This design comes from an exercise in tuning for small area on the open sky130 flow, not from production work. Only simulation tests tie the RTL to the original design; equivalence was not proved. No run shown here takes its clock network from TritonCTS; it comes from the design's own scripts or RTL. No driver is modelled on the clock port, so clock power and skew are understated where the tree is cut down; a real chip needs a root buffer or a tree. No activity file was given, so power comes from the tool's default toggle rates.

### flow/design.v
module top (
    input        clk,
    input  [3:0] sw_input,
    input  [3:0] key_input,
    output [7:0] led,
    output [8:0] seg1,
    output [8:0] seg2
);
    wire rst = (key_input == 4'b0000);
    wire       sw_ok  = (sw_input == 4'b0001) | (sw_input == 4'b0010) |
                        (sw_input == 4'b0100) | (sw_input == 4'b1000);
    wire [1:0] sw_idx = {sw_input[3] | sw_input[2], sw_input[3] | sw_input[1]};
    wire [3:0] nk     = ~key_input;
    wire       k_one  = (nk == 4'b0001) | (nk == 4'b0010) | (nk == 4'b0100) | (nk == 4'b1000);
    wire       k_none = (nk == 4'b0000);
    wire [1:0] k_idx  = {nk[3] | nk[2], nk[3] | nk[1]};
    reg  [1:0] lv;
    reg        kinv;
    always @(posedge clk) begin
        if (rst) begin
            lv   <= 2'd0;
            kinv <= 1'b0;
        end else begin
            if (k_one) lv <= k_idx;
            kinv <= ~(k_one | k_none);
        end
    end
    wire [3:0] swv = sw_input;
    wire       s8 = ~((swv == 4'b0001) | (swv == 4'b1000));                
    wire       s6 = (swv == 4'b0001) | (swv == 4'b0100) | (swv == 4'b1000);  
    wire       s3 = ~((swv == 4'b0001) | (swv == 4'b0010) | (swv == 4'b0100));  
    wire       k8 = kinv | (lv == 2'd1) | (lv == 2'd2);
    wire       k6 = ~kinv & (lv != 2'd1);
    wire       k3 = kinv | (lv == 2'd3);
    reg  [2:0] ks, ss;    
    always @(posedge clk) begin
        if (rst) begin
            ks <= 3'b101;
            ss <= 3'b101;
        end else begin
            ks <= {k8, k6, k3};
            ss <= {s8, s6, s3};
        end
    end
    function [8:0] segdec(input [2:0] e);
        begin
            segdec = {e[2], ~(e[2] & e[0]), e[1], e[2] & ~e[0], ~e[1], e[0], e[2] | e[0], 2'b00};
        end
    endfunction
    assign seg1 = segdec(ks);
    assign seg2 = segdec(ss);
    reg  [2:0] dcnt;
    reg        dco;
    wire       tog  = sw_ok & (dcnt > {1'b0, sw_idx});
    wire       tick = tog & ~dco;
    always @(posedge clk) begin
        if (rst | ~sw_ok) begin
            dcnt <= 3'd0;
            dco  <= 1'b0;
        end else if (tog) begin
            dcnt <= 3'd0;
            dco  <= ~dco;
        end else begin
            dcnt <= dcnt + 3'd1;
        end
    end
    reg       mv;
    reg [1:0] mi;
    wire      m_r0 = ~mv & mi[1];
    wire      m_r1 = ~mv & mi[0];
    always @(posedge clk) begin
        if (rst) begin
            mv <= 1'b0;
            mi <= 2'b10;
        end else if (tick) begin
            if (m_r0) begin
                mv <= 1'b0;
                mi <= 2'b01;
            end else begin
                mv <= ~kinv;
                mi <= kinv ? 2'b00 : lv;
            end
        end
    end
    reg [5:0] r;
    reg [9:0] d;
    reg       up, sec;
    reg [2:0] cur;
    wire      wrap12 = ~up & (d == 10'd0);
    wire      adv12  = tick & ~wrap12;
    wire      r_end  = adv12 & r[5] & r[4] & r[3] & r[1] & r[0];           
    wire      d_top  = d[9] & d[8] & d[7] & d[6] & d[5] & d[2] & d[1] & d[0];  
    wire      d_one  = (d == 10'd1);
    always @(posedge clk) begin
        if (rst) begin
            r   <= 6'd59;
            d   <= 10'd1;
            up  <= 1'b0;
            sec <= 1'b1;
            cur <= 3'd7;
        end else begin
            r   <= r_end ? 6'd0 : r + {5'd0, adv12};
            if (r_end) d <= up ? d + 10'd1 : d - 10'd1;
            if (tick & wrap12) begin
                up  <= 1'b1;
                sec <= 1'b0;
            end else if (r_end & up & d_top) begin
                up  <= 1'b0;
            end else if (r_end & ~up & d_one & ~sec) begin
                up  <= 1'b1;
                sec <= 1'b1;
            end
            cur <= cur + {2'd0, tick & wrap12};
        end
    end
    reg  [8:0] dc;
    wire       dc_end = tick & dc[8] & dc[7] & dc[6] & dc[5] & dc[4] & dc[2];   
    always @(posedge clk) begin
        if (rst) dc <= 9'd500;
        else dc <= dc_end ? 9'd0 : dc + {8'd0, tick};
    end
    reg  [14:0] c3;
    reg  [2:0]  h3;
    reg         sat;
    reg  [4:0]  pwa;    
    reg  [5:0]  pwb;
    wire        c3_end  = tick & c3[14] & c3[13] & c3[12] & c3[10] & c3[8] & c3[5] & c3[4];  
    wire        pwb_end = tick & pwb[5] & pwb[4] & pwb[0];           
    wire        pwm_end = tick & pwa[4] & pwa[1];                    
    always @(posedge clk) begin
        if (rst) begin
            c3  <= 15'd29999;
            h3  <= 3'd2;
            sat <= 1'b0;
            pwa <= 5'd17;
            pwb <= 6'd49;
        end else begin
            pwb <= (pwb_end | pwm_end) ? 6'd0 : pwb + {5'd0, tick};
            pwa <= pwm_end ? 5'd0 : pwa + {4'd0, pwb_end};
            c3  <= c3_end ? 15'd0 : c3 + {14'd0, tick};
            h3  <= h3 - {2'd0, c3_end};
            if (c3_end & (h3 == 3'd2) & ~m_r1) sat <= 1'b1;
        end
    end
    wire [7:0] vis;
    genvar gv;
    generate for (gv = 0; gv < 8; gv = gv + 1) begin : g_vis
        if (gv == 0) assign vis[gv] = sat | (h3 != 3'd1);
        else         assign vis[gv] = sat | ((h3 >= 3'd2) & (h3 <= gv));
    end endgenerate
    reg  [14:0] t4;
    reg         blk;
    reg  [2:0]  q4;
    wire        t4_end = tick & t4[14] & t4[11] & t4[10] & t4[9] & t4[4] & t4[3] & t4[2] & t4[1] & t4[0];  
    always @(posedge clk) begin
        if (rst) begin
            t4  <= 15'd19999;
            blk <= 1'b1;
            q4  <= 3'b100;
        end else begin
            t4  <= t4_end ? 15'd0 : t4 + {14'd0, tick};
            if (t4_end) begin
                blk <= ~blk;
                if (blk) q4 <= {q4[1:0], ~q4[2]};
            end
        end
    end
    wire hi4 = q4[2];
    wire sel1 = mv & (mi == 2'd0);
    wire sel2 = mv & (mi == 2'd1);
    wire sel3 = mv & (mi == 2'd2);
    wire sel4 = mv & (mi == 2'd3);
    wire on1  = up;
    wire on2  = d[9] | (dc <= d[8:0]);
    wire [7:0] thr;
    assign thr[0] = (pwa < 5'd18);
    assign thr[1] = (pwa < 5'd13);
    assign thr[2] = (pwa < 5'd8);
    assign thr[3] = (pwa < 5'd6);
    assign thr[4] = (pwa < 5'd4);
    assign thr[5] = (pwa < 5'd3);
    assign thr[6] = (pwa < 5'd2);
    assign thr[7] = (pwa < 5'd1);
    wire [7:0] p;
    assign p[0]   = (sel1 & on1) | (sel2 & on2) | (sel3 & thr[0]) | (sel4 & blk);
    assign p[3:1] = ({3{sel3}} & thr[3:1]) | {3{sel4 & blk}};
    assign p[7:4] = {4{sel3}} & thr[7:4];
    wire [2:0] a = sel3 ? h3 : sel4 ? {~hi4, 2'b00} : cur;
    wire [15:0] pp = {p, p} << a;
    assign led = ~(pp[15:8] & (sel3 ? vis : 8'hff));
endmodule
### flow/flow/run.sh
#!/bin/bash
# Own layout flow: ORFS with the standard synthesis steps, except that
# Yosys does not extract adders and ABC maps for area (flow/area.abc); ports
# get the smallest buffer; the clock tree is built by flow/mycts.tcl (a few
# clock buffers, each driving one group of nearby flip-flops); one tie cell
# drives all constant outputs.  Each tool's output goes to a log file in this
# folder.
set -euo pipefail
W=$PWD
F=$W/flow
KNOBS=$(sed -n 's/^make .*CLKGATE_MAP_FILE= \(.*\) "\${@:-finish}"$/\1/p' standard.sh)

# synthesis script: synth_recipe.tcl, with the abc call using our own script
{
  echo "proc abc {args} {"
  echo "  set i [lsearch -exact \$args -script]"
  echo "  if {\$i >= 0} { set args [lreplace \$args \$i [expr {\$i + 1}] -script $F/area.abc] }"
  echo "  yosys abc {*}\$args"
  echo "}"
  cat synth_recipe.tcl
} > my_synth.tcl

MK=(make -C "$FLOW_HOME" DESIGN_CONFIG="$W/config.mk" WORK_HOME="$W/orfs" CLKGATE_MAP_FILE=)
eval "KN=($KNOBS)"
# drop the standard flow's SYNTH_SCRIPT, use ours
ARGS=()
for a in "${KN[@]}"; do
  case "$a" in SYNTH_SCRIPT=*) ;; *) ARGS+=("$a") ;; esac
done
ARGS+=("SYNTH_SCRIPT=$W/my_synth.tcl" "ADDER_MAP_FILE=")
ARGS+=("BUFFER_PORTS_ARGS=-buffer_cell sky130_fd_sc_hd__buf_1")
ARGS+=("SKIP_REPAIR_TIE_FANOUT=1")
export PRE_CTS_TCL=$F/mycts.tcl MYCTS_K=5 MYCTS_LEAF=sky130_fd_sc_hd__clkbuf_8 MYCTS_ROOT=sky130_fd_sc_hd__clkbuf_4 MYCTS_SLEW=115

"${MK[@]}" "${ARGS[@]}" synth > "$W/log_synth.txt" 2>&1
"${MK[@]}" "${ARGS[@]}" finish > "$W/log_layout.txt" 2>&1
R=$W/orfs/results/$FLOW_PLATFORM/top/base
: # left out here: write the final layout as DEF
### flow/flow/area.abc
strash; ifraig; dc2; balance -l; resub -K 6 -l; rewrite -l; resub -K 6 -N 2 -l; refactor -l; resub -K 8 -l; balance -l; resub -K 8 -N 2 -l; rewrite -l; resub -K 10 -l; rewrite -z -l; resub -K 10 -N 2 -l; balance -l; resub -K 12 -l; refactor -z -l; resub -K 12 -N 2 -l; rewrite -z -l; balance -l; &get -n; &deepsyn -T 20; &put; &get -n; &dch -f; &nf -R 1000; &put; topo
### flow/flow/mycts.tcl
# Own clock tree: the flops are split into groups by position (k-means); each
# group gets one clock buffer at its centre, driven straight from the clock
# port (or from one root buffer when there are more than 4 groups).
# Settings: MYCTS_K (groups), MYCTS_LEAF (leaf buffer), MYCTS_ROOT (root buffer).
proc mycts_build {} {
set mycts_k    $::env(MYCTS_K)
set mycts_leaf $::env(MYCTS_LEAF)
set mycts_root $::env(MYCTS_ROOT)
set block [ord::get_db_block]
set db [ord::get_db]
set clk_net [$block findNet clk]
set sinks {}
foreach it [$clk_net getITerms] {
  set inst [$it getInst]
  if {[string match "sky130_fd_sc_hd__df*" [[$inst getMaster] getName]]} {
    set b [$inst getBBox]
    lappend sinks [list $it [expr {([$b xMin] + [$b xMax]) / 2.0}] [expr {([$b yMin] + [$b yMax]) / 2.0}]]
  }
}
set n [llength $sinks]
puts "mycts: $n sinks, $mycts_k groups"
# k-means, deterministic start: sinks sorted by x then split evenly
set sorted [lsort -real -index 1 $sinks]
set cent {}
for {set k 0} {$k < $mycts_k} {incr k} {
  set grp [lrange $sorted [expr {$k * $n / $mycts_k}] [expr {($k + 1) * $n / $mycts_k - 1}]]
  set gx 0; set gy 0
  foreach s $grp { set gx [expr {$gx + [lindex $s 1]}]; set gy [expr {$gy + [lindex $s 2]}] }
  lappend cent [list [expr {$gx / [llength $grp]}] [expr {$gy / [llength $grp]}]]
}
set cap [expr {int(ceil(double($n) / $mycts_k))}]
for {set iter 0} {$iter < 30} {incr iter} {
  # balanced assignment: each sink to nearest centre with room (greedy by distance)
  set pairs {}
  set i 0
  foreach s $sinks {
    set k 0
    foreach c $cent {
      set d [expr {abs([lindex $s 1] - [lindex $c 0]) + abs([lindex $s 2] - [lindex $c 1])}]
      lappend pairs [list $d $i $k]
      incr k
    }
    incr i
  }
  set pairs [lsort -real -index 0 $pairs]
  array unset asg; array unset cnt
  for {set k 0} {$k < $mycts_k} {incr k} { set cnt($k) 0 }
  set left $n
  foreach p $pairs {
    set i [lindex $p 1]; set k [lindex $p 2]
    if {[info exists asg($i)] || $cnt($k) >= $cap} { continue }
    set asg($i) $k; incr cnt($k); incr left -1
    if {$left == 0} { break }
  }
  set newc {}
  for {set k 0} {$k < $mycts_k} {incr k} { set sx($k) 0.0; set sy($k) 0.0 }
  for {set i 0} {$i < $n} {incr i} {
    set k $asg($i); set s [lindex $sinks $i]
    set sx($k) [expr {$sx($k) + [lindex $s 1]}]; set sy($k) [expr {$sy($k) + [lindex $s 2]}]
  }
  for {set k 0} {$k < $mycts_k} {incr k} { lappend newc [list [expr {$sx($k) / max(1,$cnt($k))}] [expr {$sy($k) / max(1,$cnt($k))}]] }
  set cent $newc
}
set leafm [$db findMaster $mycts_leaf]
set src $clk_net
if {$mycts_k > 4} {
  set rootm [$db findMaster $mycts_root]
  set rx 0; set ry 0
  foreach c $cent { set rx [expr {$rx + [lindex $c 0]}]; set ry [expr {$ry + [lindex $c 1]}] }
  set r [odb::dbInst_create $block $rootm "clkbuf_root"]
  $r setLocation [expr {int($rx / $mycts_k)}] [expr {int($ry / $mycts_k)}]
  $r setPlacementStatus PLACED
  set rnet [odb::dbNet_create $block "clknet_root"]
  $rnet setSigType CLOCK
  [$r findITerm A] connect $clk_net
  [$r findITerm X] connect $rnet
  set src $rnet
}
for {set k 0} {$k < $mycts_k} {incr k} {
  set b [odb::dbInst_create $block $leafm "clkbuf_leaf_$k"]
  set c [lindex $cent $k]
  $b setLocation [expr {int([lindex $c 0])}] [expr {int([lindex $c 1])}]
  $b setPlacementStatus PLACED
  set net [odb::dbNet_create $block "clknet_leaf_$k"]
  $net setSigType CLOCK
  [$b findITerm A] connect $src
  [$b findITerm X] connect $net
  set leafnet($k) $net
}
for {set i 0} {$i < $n} {incr i} {
  set it [lindex [lindex $sinks $i] 0]
  $it disconnect
  $it connect $leafnet($asg($i))
}
for {set k 0} {$k < $mycts_k} {incr k} { puts "mycts: group $k: $cnt($k) sinks" }
}
mycts_build
# size each leaf buffer up until the estimated slew at its flops is under
# MYCTS_SLEW ps (placement parasitics)
proc mycts_slew {k} {
  set w 0
  foreach pin [get_pins -of_objects [get_nets clknet_leaf_$k] -filter "direction == input"] {
    foreach edge {rise fall} {
      set s [get_property $pin slew_max_$edge]
      set w [expr {max($w, [sta::time_ui_sta $s] * 1e12)}]
    }
  }
  return $w
}
proc mycts_size {} {
  set sizes {sky130_fd_sc_hd__clkbuf_2 sky130_fd_sc_hd__clkbuf_4 sky130_fd_sc_hd__clkbuf_8 sky130_fd_sc_hd__clkbuf_16}
  set_propagated_clock [all_clocks]
  estimate_parasitics -placement
  set k 0
  while {[llength [get_nets -quiet clknet_leaf_$k]]} {
    set inst [get_cells clkbuf_leaf_$k]
    while {1} {
      set w [mycts_slew $k]
      set cur [get_property [get_lib_cells -of_objects $inst] name]
      set i [lsearch $sizes $cur]
      puts "mycts: leaf $k $cur slew [format %.1f $w]"
      if {$w <= $::env(MYCTS_SLEW) || $i < 0 || $i >= [llength $sizes] - 1} { break }
      replace_cell $inst [lindex $sizes [expr {$i + 1}]]
      estimate_parasitics -placement
    }
    incr k
  }
}
mycts_size
# the clock tree is built; skip TritonCTS
rename clock_tree_synthesis triton_clock_tree_synthesis
proc clock_tree_synthesis {args} { puts "mycts: TritonCTS skipped" }
### flow/standard.sh
#!/bin/bash
# synth_recipe.tcl (not shown) runs the flow's synth.tcl, then flattens the netlist and writes it again
# the make line also repeats each setting of config.mk as NAME=value (left out here)
make -C /OpenROAD-flow-scripts/flow DESIGN_CONFIG=/design/flow/config.mk WORK_HOME=/design/flow/orfs CLKGATE_MAP_FILE= SYNTH_SCRIPT=/design/flow/synth_recipe.tcl "${@:-finish}"
### flow/config.mk
export PLATFORM = sky130hd
export DESIGN_NAME = top
export DESIGN_NICKNAME = top
export VERILOG_FILES = /design/flow/design.v
export SDC_FILE = /design/flow/constraint.sdc
export NUM_CORES = 8
export LEC_CHECK = 0
export CAP_MARGIN = 20
export CORE_MARGIN = 2
export CORE_UTILIZATION = 75
export SLEW_MARGIN = 20
### flow/constraint.sdc
create_clock -name core_clock -period 25.0 [get_ports {clk}]
set_input_delay 5.0000 -clock core_clock [delete_from_list [all_inputs] [get_ports {clk}]]
set_output_delay 5.0000 -clock core_clock [all_outputs]
set_load 0.01 [all_outputs]
==> results of run 1 <==
-- final cells by class --
class                           count  area [sq um]  area share (%)
Sequential cell                    95          1902           42.76
Multi-Input combinational cell    385          2136           48.02
Timing Repair Buffer               33         135.1           3.038
Tap cell                           72         90.09           2.025
Inverter                           29         108.9           2.447
Buffer                              6         76.32           1.716
-- power breakdown --
group,switching (mW),internal [mW]
combinational,0.0411,0.0279
clock,0.0402,0.0200
sequential,0.0229,0.174
-- kinds of logic after synthesis --
| logic type | after synthesis | synth area share, % |
|---|---|---|
| DFF | 95 | 45.66 |
| buffers and inverters | 33 | 3.334 |
| adders and majority gates | 1 | 0.2403 |
| AOI/OAI and AO/OA | 161 | 23.22 |
| other | 1 | 0.09003 |
| muxes | 3 | 0.7510 |
| and+or+nand+nor | 206 | 23.97 |
| xor gates and xnor gates | 13 | 2.734 |
-- cell usage after synthesis (5+ instances only) --
| library cell | count | area share (%) |
|---|---|---|
| sky130_fd_sc_hd__or3_1 | 5 | 0.75 |
| sky130_fd_sc_hd__clkinv_1 | 29 | 2.6 |
| sky130_fd_sc_hd__dfxtp_1 | 95 | 46 |
| sky130_fd_sc_hd__and2_0 | 14 | 2.1 |
| sky130_fd_sc_hd__nand2_1 | 46 | 4.1 |
| sky130_fd_sc_hd__nand3_1 | 17 | 2.0 |
| sky130_fd_sc_hd__a31oi_1 | 6 | 0.90 |
| sky130_fd_sc_hd__or2_0 | 5 | 0.75 |
| sky130_fd_sc_hd__nor2_1 | 50 | 4.5 |
| sky130_fd_sc_hd__xor2_1 | 5 | 1.1 |
| sky130_fd_sc_hd__nand4_1 | 6 | 0.90 |
| sky130_fd_sc_hd__a21oi_1 | 53 | 6.4 |
| sky130_fd_sc_hd__nor4_1 | 5 | 0.75 |
| sky130_fd_sc_hd__a21o_1 | 7 | 1.3 |
| sky130_fd_sc_hd__o21ai_0 | 46 | 5.5 |
| sky130_fd_sc_hd__xnor2_1 | 8 | 1.7 |
| sky130_fd_sc_hd__o31ai_1 | 10 | 1.8 |
| sky130_fd_sc_hd__nor2b_1 | 5 | 0.75 |
| sky130_fd_sc_hd__nor3_1 | 29 | 3.5 |
| sky130_fd_sc_hd__and3_1 | 18 | 2.7 |
| sky130_fd_sc_hd__o211ai_1 | 7 | 1.3 |
-- worst paths after layout --
kind,endpoint,slack [ns],cells past startpoint
setup / recovery,led[5],16.34,16
hold / removal,dcnt[0],0.47,1
setup reg to reg,d[9],21.31,15
hold reg to reg,dcnt[0],0.47,1
-- critical path, cell delays in order, from the launching register on --
cell and delay, ns:
sky130_fd_sc_hd__dfxtp_1 0.51, sky130_fd_sc_hd__clkinv_1 0.16, sky130_fd_sc_hd__maj3_1 0.38, sky130_fd_sc_hd__a21o_1 0.16, sky130_fd_sc_hd__o221ai_1 0.06, sky130_fd_sc_hd__a31oi_1 0.09
sky130_fd_sc_hd__a221oi_1 0.22, sky130_fd_sc_hd__nor2_1 0.08, sky130_fd_sc_hd__o21ai_0 0.29, sky130_fd_sc_hd__nand2_1 0.11, sky130_fd_sc_hd__a211oi_1 0.32, sky130_fd_sc_hd__o31a_1 0.21
sky130_fd_sc_hd__a21boi_0 0.14, sky130_fd_sc_hd__nand3_1 0.18, sky130_fd_sc_hd__nor2_1 0.05, sky130_fd_sc_hd__a21oi_1 0.13, sky130_fd_sc_hd__buf_1 0.17
-- per-stage QoR --
stage          cells  hold slack [ns]  total power [mW]
6_report         620           0.4691            0.3261
5_1_grt          620           0.5011            0.3450
4_1_cts          620           0.4716            0.3269
3_5_place_dp     614           0.4474            0.2676
3_3_place_gp     614           0.4391            0.2632
2_1_floorplan    513           0.4259            0.2478
-- routing by layer --
metal / global-route usage [%] / vias to the layer above / wire (um)
met5: 0 / - / 0
met4: 5.088 / 0 / 121
met3: 1.839 / 14 / 354
met2: 55.56 / 101 / 4507
met1: 36.65 / 1779 / 3786
li1: - / 1922 / -
-- registers in the layout, indices dropped and copies added (netlist names), 5 cells and up --
name,cells
r,6
c3,15
dc,9
t4,15
d,10
pwb,6
pwa,5
==> Implementation_results.wiki, run 1 <==
{| class="wikitable"
! Metric !! Value
|-
| Register clock-pin slew on the reported worst setup and hold paths || about 0.11 ns
|-
| Number of flops mapped to enable cells by yosys || 0
|-
| Most used flip-flop cell after synthesis || sky130_fd_sc_hd__dfxtp_1
|-
| Setup slack of the critical path after layout || 16.34 ns
|-
| Worst slack, placed || roughly 16 ns
|-
| Number of endpoints with negative hold slack in the final report || 0
|-
| Worst hold start || dcnt[0]
|-
| Cells after synthesis || just over 500
|-
| Avg Synthesized Cell Area || about 8 sq um
|-
| Pin count of the biggest net entering global routing || between 40 and 50
|-
| Number of nets in the synthesized netlist || 522
|-
| Power per Cell Area || 73.31 mW/mm^2
|-
| GRT Util Overall || 29.23%
|-
| Kind of capture point of the worst setup path || primary output
|-
| Wire length of the first global-routing pass || between 15000 and 20000 um
|-
| Post CTS Setup Buffer Count || 0
|-
| Most frequent standard cell in the layout excluding fill and tap cells || sky130_fd_sc_hd__dfxtp_1
|-
| Post-route DRC || 0
|-
| Width of the die || 78.52 um
|-
| Outcome || finished clean
|-
| Post-CTS sizing || 0
|-
| Number of DRC violations after detailed-routing iteration 0 || approximately 160
|-
| Number of distinct library cell variants in the gate-level netlist after synthesis || 47
|-
| Placeable Area || 0.005439 sq mm
|-
| Post-layout min period || 8.663 ns
|-
| Maximum clock skew at final layout || approximately 0.010 ns
|-
| Leak pwr || 1.691 nW
|-
| Drt total wl || 8769 um
|-
| Via count of the first global-routing pass || 3524
|-
| Fin util || 81.78%
|-
| Register bit total from synthesis || 95
|-
| R2r startpoint || dcnt[0]
|-
| Die Y || 78.52 um
|-
| Number of filler instances in the final layout || between 300 and 400
|-
| Total of endpoints with negative setup slack in the final report || 0
|-
| Cell area after placement || 0.004372 sq mm
|-
| Final weighted congestion of routability-driven global placement || ~0.84
|-
| Number of antenna violations at the first check in global routing || 0
|-
| Top library cells by usage in the layout, fill and taps aside || 95 x sky130_fd_sc_hd__dfxtp_1, 53 x sky130_fd_sc_hd__a21oi_1, 50 x sky130_fd_sc_hd__nor2_1, 46 x sky130_fd_sc_hd__nand2_1, 46 x sky130_fd_sc_hd__o21ai_0
|-
| Number of antenna-violating nets in the routed design || 0
|-
| Antenna fix cells || 0
|-
| Worst setup path class || reg2out
|-
| Count of standard-cell rows || 27
|-
| Slew Limit Fails || 0
|-
| Fraction of final layout cells sized beyond drive strength 1 || 2.007%
|-
| Number of maximum-capacitance constraint violations || 0
|-
| Clock latency reported for the late side of the worst-skew pair || roughly 0.4 ns
|-
| Startpoint type of the worst setup path || flip-flop
|-
| VDD IR max || 0.00006292 V
|-
| Via count || approximately 3800
|-
| Global route total overflow || 0
|-
| Port Buffer Count || 30
|-
| Type of the tightest min-delay check || reg2reg
|-
| Area enclosed by the die boundary || 0.006165 sq mm
|-
| Via density per instance || just over 6
|-
| Highest achievable clock rate || 115.4 MHz
|-
| Required @ worst endpoint || 20.00 ns
|-
| RSZ-0062 raised after global routing || false
|-
| Fin Setup TNS || 0 ns
|-
| Detailed-router iteration count before antenna repair || 5
|-
| Share of the yosys chip area belonging to registers || 45.66%
|-
| Final critical-path share of the clock period || 34.65%
|-
| Crit path DAT || 3.66 ns
|-
| Cell area after synthesis || between 0.004 and 0.005 sq mm
|-
| Final Instance Area || about 0.0044 sq mm
|-
| Worst rel slew slack || 43.44%
|-
| Slew at the pin closest to its max-slew limit || 0.8419 ns
|-
| Effective utilization at floorplan || 76.58%
|-
| Final layout net count || approximately 560
|-
| Average routed wire per standard cell || 14.14 um
|-
| Relative area change from synthesis to final layout || 6.789%
|-
| Yosys Warn Count || 1
|-
| Number of top-level pins || 35
|-
| Half-perimeter wire length of the detailed placement result || 6345 um
|-
| Synth async-reset ratio || 0%
|-
| Max Fanout on Critical Path || 8
|-
| Worst setup startpoint || d[1]
|-
| Number of hold buffers added after cts || 0
|}
==> run 2, diff against run 1 <==
--- a/flow/flow/run.sh
+++ b/flow/flow/run.sh
@@ -1,8 +1,9 @@
 #!/bin/bash
 # Own layout flow: ORFS with the standard synthesis steps, except that
 # Yosys does not extract adders and ABC maps for area (flow/area.abc); ports
-# get the smallest buffer; the clock tree is built by flow/mycts.tcl (a few
-# clock buffers, each driving one group of nearby flip-flops); one tie cell
+# get the smallest buffer; the clock tree is built by flow/mycts.tcl (a root
+# clock inverter and a few leaf inverters, each driving one group of nearby
+# flip-flops); one tie cell
 # drives all constant outputs.  Each tool's output goes to a log file in this
 # folder.
 set -euo pipefail
@@ -30,7 +31,7 @@
 ARGS+=("SYNTH_SCRIPT=$W/my_synth.tcl" "ADDER_MAP_FILE=")
 ARGS+=("BUFFER_PORTS_ARGS=-buffer_cell sky130_fd_sc_hd__buf_1")
 ARGS+=("SKIP_REPAIR_TIE_FANOUT=1")
-export PRE_CTS_TCL=$F/mycts.tcl MYCTS_K=5 MYCTS_LEAF=sky130_fd_sc_hd__clkbuf_8 MYCTS_ROOT=sky130_fd_sc_hd__clkbuf_4 MYCTS_SLEW=115
+export PRE_CTS_TCL=$F/mycts.tcl MYCTS_K=6 MYCTS_LEAF=sky130_fd_sc_hd__clkinv_4 MYCTS_ROOT=sky130_fd_sc_hd__clkinv_4 MYCTS_SLEW=115
 
 "${MK[@]}" "${ARGS[@]}" synth > "$W/log_synth.txt" 2>&1
 "${MK[@]}" "${ARGS[@]}" finish > "$W/log_layout.txt" 2>&1
==> flow/flow/area.abc (replaced) <==
strash; ifraig; dc2; balance -l; resub -K 6 -l; rewrite -l; resub -K 6 -N 2 -l; refactor -l; resub -K 8 -l; balance -l; resub -K 8 -N 2 -l; rewrite -l; resub -K 10 -l; rewrite -z -l; resub -K 10 -N 2 -l; balance -l; resub -K 12 -l; refactor -z -l; resub -K 12 -N 2 -l; rewrite -z -l; balance -l; &get -n; &deepsyn -J 100 -T 600; &put; &get -n; &dch -f; &nf -R 1000; &put; topo
--- a/flow/flow/mycts.tcl
+++ b/flow/flow/mycts.tcl
@@ -1,7 +1,15 @@
-# Own clock tree: the flops are split into groups by position (k-means); each
-# group gets one clock buffer at its centre, driven straight from the clock
-# port (or from one root buffer when there are more than 4 groups).
-# Settings: MYCTS_K (groups), MYCTS_LEAF (leaf buffer), MYCTS_ROOT (root buffer).
+# Own clock tree, sourced by ORFS's cts step (PRE_CTS_TCL) in place of
+# TritonCTS.  The flip-flops are split into MYCTS_K groups of equal size by
+# position (k-means); each group gets one leaf driver (MYCTS_LEAF) at its
+# centre.  When there are more than four groups, or the leaves are
+# inverters, the leaves are driven by one root cell (MYCTS_ROOT) at the clock
+# port, so the port drives a single pin (root and leaf inverters together
+# keep the clock's polarity); otherwise the port drives the leaves.  Each leaf is then sized up
+# until the estimated slew at its flip-flops' clock pins is at most
+# MYCTS_SLEW ps.
+foreach {v d} {MYCTS_K 6 MYCTS_LEAF sky130_fd_sc_hd__clkinv_4 MYCTS_ROOT sky130_fd_sc_hd__clkinv_4 MYCTS_SLEW 115} {
+  if {![info exists ::env($v)]} { set ::env($v) $d }
+}
 proc mycts_build {} {
 set mycts_k    $::env(MYCTS_K)
 set mycts_leaf $::env(MYCTS_LEAF)
@@ -63,7 +71,8 @@
 }
 set leafm [$db findMaster $mycts_leaf]
 set src $clk_net
-if {$mycts_k > 4} {
+set inv [string match "*inv*" $mycts_leaf]
+if {$mycts_k > 4 || $inv} {
   set rootm [$db findMaster $mycts_root]
   set rx 0; set ry 0
   foreach c $cent { set rx [expr {$rx + [lindex $c 0]}]; set ry [expr {$ry + [lindex $c 1]}] }
@@ -73,7 +82,7 @@
   set rnet [odb::dbNet_create $block "clknet_root"]
   $rnet setSigType CLOCK
   [$r findITerm A] connect $clk_net
-  [$r findITerm X] connect $rnet
+  [$r findITerm [expr {[string match "*inv*" $mycts_root] ? "Y" : "X"}]] connect $rnet
   set src $rnet
 }
 for {set k 0} {$k < $mycts_k} {incr k} {
@@ -84,7 +93,7 @@
   set net [odb::dbNet_create $block "clknet_leaf_$k"]
   $net setSigType CLOCK
   [$b findITerm A] connect $src
-  [$b findITerm X] connect $net
+  [$b findITerm [expr {$inv ? "Y" : "X"}]] connect $net
   set leafnet($k) $net
 }
 for {set i 0} {$i < $n} {incr i} {
@@ -108,7 +117,11 @@
   return $w
 }
 proc mycts_size {} {
-  set sizes {sky130_fd_sc_hd__clkbuf_2 sky130_fd_sc_hd__clkbuf_4 sky130_fd_sc_hd__clkbuf_8 sky130_fd_sc_hd__clkbuf_16}
+  if {[string match "*inv*" $::env(MYCTS_LEAF)]} {
+    set sizes {sky130_fd_sc_hd__clkinv_2 sky130_fd_sc_hd__clkinv_4 sky130_fd_sc_hd__clkinv_8 sky130_fd_sc_hd__clkinv_16}
+  } else {
+    set sizes {sky130_fd_sc_hd__clkbuf_2 sky130_fd_sc_hd__clkbuf_4 sky130_fd_sc_hd__clkbuf_8 sky130_fd_sc_hd__clkbuf_16}
+  }
   set_propagated_clock [all_clocks]
   estimate_parasitics -placement
   set k 0
@@ -130,3 +143,7 @@
 # the clock tree is built; skip TritonCTS
 rename clock_tree_synthesis triton_clock_tree_synthesis
 proc clock_tree_synthesis {args} { puts "mycts: TritonCTS skipped" }
+# ORFS would next clone clock inverters next to each flip-flop; the tree is
+# already built, so skip that too.
+rename repair_clock_inverters orfs_repair_clock_inverters
+proc repair_clock_inverters {args} { puts "mycts: repair_clock_inverters skipped" }
==> Implementation_results.wiki, run 2 <==
{| class="wikitable"
! Metric !! Value
|-
| Width of the die || slightly below 80 um
|-
| Adder-cell share of the synthesized area || 0.2403%
|-
| Number of nets in the synthesized netlist || 522
|-
| Register bit total from synthesis || 95
|-
| Number of antenna violations at the first check in global routing || 0
|-
| Yosys Warn Count || 1
|-
| Outcome || finished clean
|-
| Number of top-level pins || 35
|-
| Post CTS Setup Buffer Count || 0
|-
| Switching power || 113.5 uW
|-
| Clock latency reported for the late side of the worst-skew pair || 0.30 ns
|-
| VDD IR max || 0.00007513 V
|-
| Synth async-reset ratio || 0%
|-
| Slew Limit Fails || 0
|-
| Share of the yosys chip area belonging to registers || 45.66%
|-
| Final layout net count || 560
|-
| Maximum clock skew at final layout || between 0.02 and 0.03 ns
|-
| Post-layout min period || 8.534 ns
|-
| Via count of the first global-routing pass || roughly 3500
|-
| Required @ worst endpoint || between 20 and 30 ns
|-
| Combinational cell fraction of total power || 21.4%
|-
| Fraction of post-synthesis cell area in the top cell type by area || about 46%
|-
| Via density per instance || 6.182
|-
| Most frequent standard cell in the layout excluding fill and tap cells || sky130_fd_sc_hd__dfxtp_1
|-
| RSZ-0062 raised after global routing || false
|-
| Final weighted congestion of routability-driven global placement || around 0.84
|-
| Number of hold buffers added after cts || 0
|-
| Wire length of the first global-routing pass || 15140 um
|-
| Post-CTS sizing || 0
|-
| Max incr delay on CP || approximately 0.41 ns
|-
| Most frequent cells after synthesis || 95 x sky130_fd_sc_hd__dfxtp_1, 53 x sky130_fd_sc_hd__a21oi_1, 50 x sky130_fd_sc_hd__nor2_1
|-
| Fraction of final layout cells sized beyond drive strength 1 || 2.186%
|-
| Drt total wl || a little under 9000 um
|-
| Register clock-pin slew on the reported worst setup and hold paths || 0.11 ns
|-
| Number of distinct library cell variants in the gate-level netlist after synthesis || 47
|-
| Kind of capture point of the worst setup path || flip-flop
|-
| Placeable Area || around 0.0054 sq mm
|-
| Area share of and/or/nand/nor cells after synthesis || 23.97%
|-
| Combinational family with the most area after synthesis || simple AND/OR/NAND/NOR gates
|-
| Compound-Gate Fraction of Synth Area || 23.22%
|-
| Biggest area consumer among synthesized cells || sky130_fd_sc_hd__dfxtp_1
|-
| Highest achievable clock rate || approximately 120 MHz
|-
| Sequential share of power || 61.2%
|-
| Type of the tightest min-delay check || reg2reg
|-
| Global route total overflow || 0
|-
| Power per Cell Area || 72.51 mW/mm^2
|-
| Half-perimeter wire length of the detailed placement result || 6345 um
|-
| Count of standard-cell rows || 27
|-
| Number of maximum-capacitance constraint violations || 0
|-
| Relative area change from synthesis to final layout || 6.609%
|-
| Most used flip-flop cell after synthesis || sky130_fd_sc_hd__dfxtp_1
|-
| Largest registers || c3 (15), t4 (15), d (10)
|-
| Number of endpoints with negative hold slack in the final report || 0
|-
| Total of endpoints with negative setup slack in the final report || 0
|-
| Cell-internal power || 208.4 uW
|-
| Average routed wire per standard cell || 14.02 um
|-
| Detailed-router iteration count before antenna repair || 5
|-
| GRT Util Overall || 29.19%
|-
| Number of antenna-violating nets in the routed design || 0
|-
| Die Y || 78.52 um
|-
| Max Fanout on Critical Path || 20
|-
| Cell types occupying the most area after synthesis || sky130_fd_sc_hd__dfxtp_1 46%, sky130_fd_sc_hd__a21oi_1 6.4%, sky130_fd_sc_hd__o21ai_0 5.5%, sky130_fd_sc_hd__nor2_1 4.5%, sky130_fd_sc_hd__nand2_1 4.1%
|-
| Worst rel slew slack || 42.03%
|-
| Number of DRC violations after detailed-routing iteration 0 || ~170
|-
| Avg Synthesized Cell Area || just over 8 sq um
|-
| Fin Setup TNS || 0 ns
|-
| Crit-path slowest cell || sky130_fd_sc_hd__or3_1
|-
| Slew at the pin closest to its max-slew limit || ~0.86 ns
|-
| Cell family contributing the most delay on the critical path || simple AND/OR/NAND/NOR gates
|-
| Via count || 3839
|-
| Total buffers and inverters traversed by the critical path || 2
|-
| Multiplexer share of the synthesized area || 0.7510%
|-
| Cell-by-cell trace of the critical path || buf_1, or2_0, a21oi_1, o21ai_0, a21boi_0, nor3_2, buf_4, o211ai_1, nor2_1, nand4_1, or3_1, nor3_1, nor2_1, a21oi_1, o21ai_0, nor2_1, o21ai_0, a21oi_1
|-
| Top library cells by usage in the layout, fill and taps aside || 95 x sky130_fd_sc_hd__dfxtp_1, 53 x sky130_fd_sc_hd__a21oi_1, 50 x sky130_fd_sc_hd__nor2_1, 46 x sky130_fd_sc_hd__nand2_1, 46 x sky130_fd_sc_hd__o21ai_0
|-
| Port Buffer Count || 30
|-
| Antenna fix cells || 0
|-
| Startpoint type of the worst setup path || primary input
|-
| Leak pwr || 1.682 nW
|-
| Pin count of the biggest net entering global routing || 49
|-
| Leading cell type by number of instances after synthesis || sky130_fd_sc_hd__dfxtp_1
|-
| Area enclosed by the die boundary || between 0.006 and 0.007 sq mm
|-
| Final critical-path share of the clock period || 34.14%
|-
| Fin util || between 80 and 90%
|-
| Number of flops mapped to enable cells by yosys || 0
|-
| Xor/xnor cell area share of the yosys netlist || 2.734%
|-
| Post-route DRC || 0
|-
| Effective utilization at floorplan || between 70 and 80%
|-
| Fraction of power consumed by the clock network || between 10% and 20%
|-
| Cells after synthesis || 513
|-
| Crit path DAT || 8.73 ns
|-
| Worst setup path class || in2reg
|-
| Net switching share of the total power || 35.26%
|-
| Cell area after synthesis || 0.004165 sq mm
|}
[run 2: changes by cell type in the layout (fill, tap and decap cells not counted)]
cell / delta
sky130_fd_sc_hd__clkbuf_8: -5
sky130_fd_sc_hd__clkinv_4: +6
sky130_fd_sc_hd__clkbuf_4: -1
sky130_fd_sc_hd__clkinv_8: +1
[run 2: cell families after synthesis]
family                     after synthesis
DFF                                     95
muxes                                    3
AOI/OAI and AO/OA                      161
xor gates and xnor gates                13
other                                    1
buffers and inverters                   33
adders and majority gates                1
and+or+nand+nor                        206
[run 2: area by class of cell]
class / instances / area [sq um]
Multi-Input combinational cell: 385 / 2136
Sequential cell: 95 / 1902
Fill cell: 382 / 998.5
Inverter: 36 / 177.7
Timing Repair Buffer: 33 / 135.1
Tap cell: 72 / 90.09
[run 2: worst paths after layout]
check         startpoint  endpoint  slack (ns)  cells past startpoint
max          sw_input[3]      d[8]       16.47                     18
min reg2reg      dcnt[0]   dcnt[0]        0.47                      1
min              dcnt[0]   dcnt[0]        0.47                      1
max reg2reg      dcnt[0]      d[8]       21.28                     16
[run 2: routing by layer]
layer,up-vias,GRT usage [%],wire (um)
met5,-,0,0
met4,0,4.912,105
met3,13,1.609,281
met2,97,55.47,4457
met1,1803,36.85,3862
li1,1926,-,-
[run 2: through the flow]
step / hold slack (ns) / instances / worst slack, ns / power (mW) / instance area (sq um)
after floorplan: 0.4259 / 513 / 16.05 / 0.2478 / 4165
after global placement: 0.4391 / 614 / 16.51 / 0.2632 / 4372
after detailed placement: 0.4474 / 614 / 16.32 / 0.2676 / 4372
after CTS: 0.4723 / 621 / 16.49 / 0.3220 / 4441
after global routing: 0.5011 / 621 / 15.90 / 0.3404 / 4441
final: 0.4676 / 621 / 16.47 / 0.3220 / 4441
[run 2: power groups by stage]
stage	registers [mW]	logic, mW	clock network (mW)
global placement	0.198	0.0649	0
detailed placement	0.199	0.0681	0
finish	0.197	0.0689	0.0560
CTS	0.196	0.0687	0.0569
floorplan	0.194	0.0533	0
global route	0.200	0.0783	0.0618
[run 2: worst register-to-register path: stages, from the launching register on]
cell and delay (ns):
sky130_fd_sc_hd__dfxtp_1 0.38, sky130_fd_sc_hd__clkinv_1 0.09, sky130_fd_sc_hd__o21ai_0 0.16, sky130_fd_sc_hd__a311oi_1 0.15, sky130_fd_sc_hd__nor3_2 0.12, sky130_fd_sc_hd__buf_4 0.25, sky130_fd_sc_hd__o211ai_1 0.15, sky130_fd_sc_hd__nor2_1 0.24
sky130_fd_sc_hd__nand4_1 0.25, sky130_fd_sc_hd__or3_1 0.41, sky130_fd_sc_hd__nor3_1 0.19, sky130_fd_sc_hd__nor2_1 0.06, sky130_fd_sc_hd__a21oi_1 0.33, sky130_fd_sc_hd__o21ai_0 0.28, sky130_fd_sc_hd__nor2_1 0.22, sky130_fd_sc_hd__o21ai_0 0.15
sky130_fd_sc_hd__a21oi_1 0.19

==> static timing again, ports no longer ideal <==
How much do the figures lean on ideal ports? The routed layouts below were timed once more, with nothing changed but the port constraints. Step 1 sets driving cells, clkbuf_16 on the clock port and buf_2 on the other inputs (assumed; they add their load-dependent delay and slew). Step 2 also shifts input and output timing later by t, the mid clock arrival at the registers, as if the neighbouring blocks saw the same clock. Slacks: ideal / step 1 / step 2; pairs: ideal / step 1.
run	t (ns)	setup slack, ns	worst setup path at the end	clock arrival spread, ns	worst slew at a driven data input, ns
run 1	0.417	16.337 / 16.311 / 16.175	input to register	0.010 / 0.011	0.03
run 2	0.322	16.466 / 16.459 / 16.160	input to register	0.029 / 0.028	0.03
After both steps every run listed still meets setup and hold. The setup slack of run 2, which loses most, moves by -0.007 ns with the drivers and by -0.306 ns with both steps.
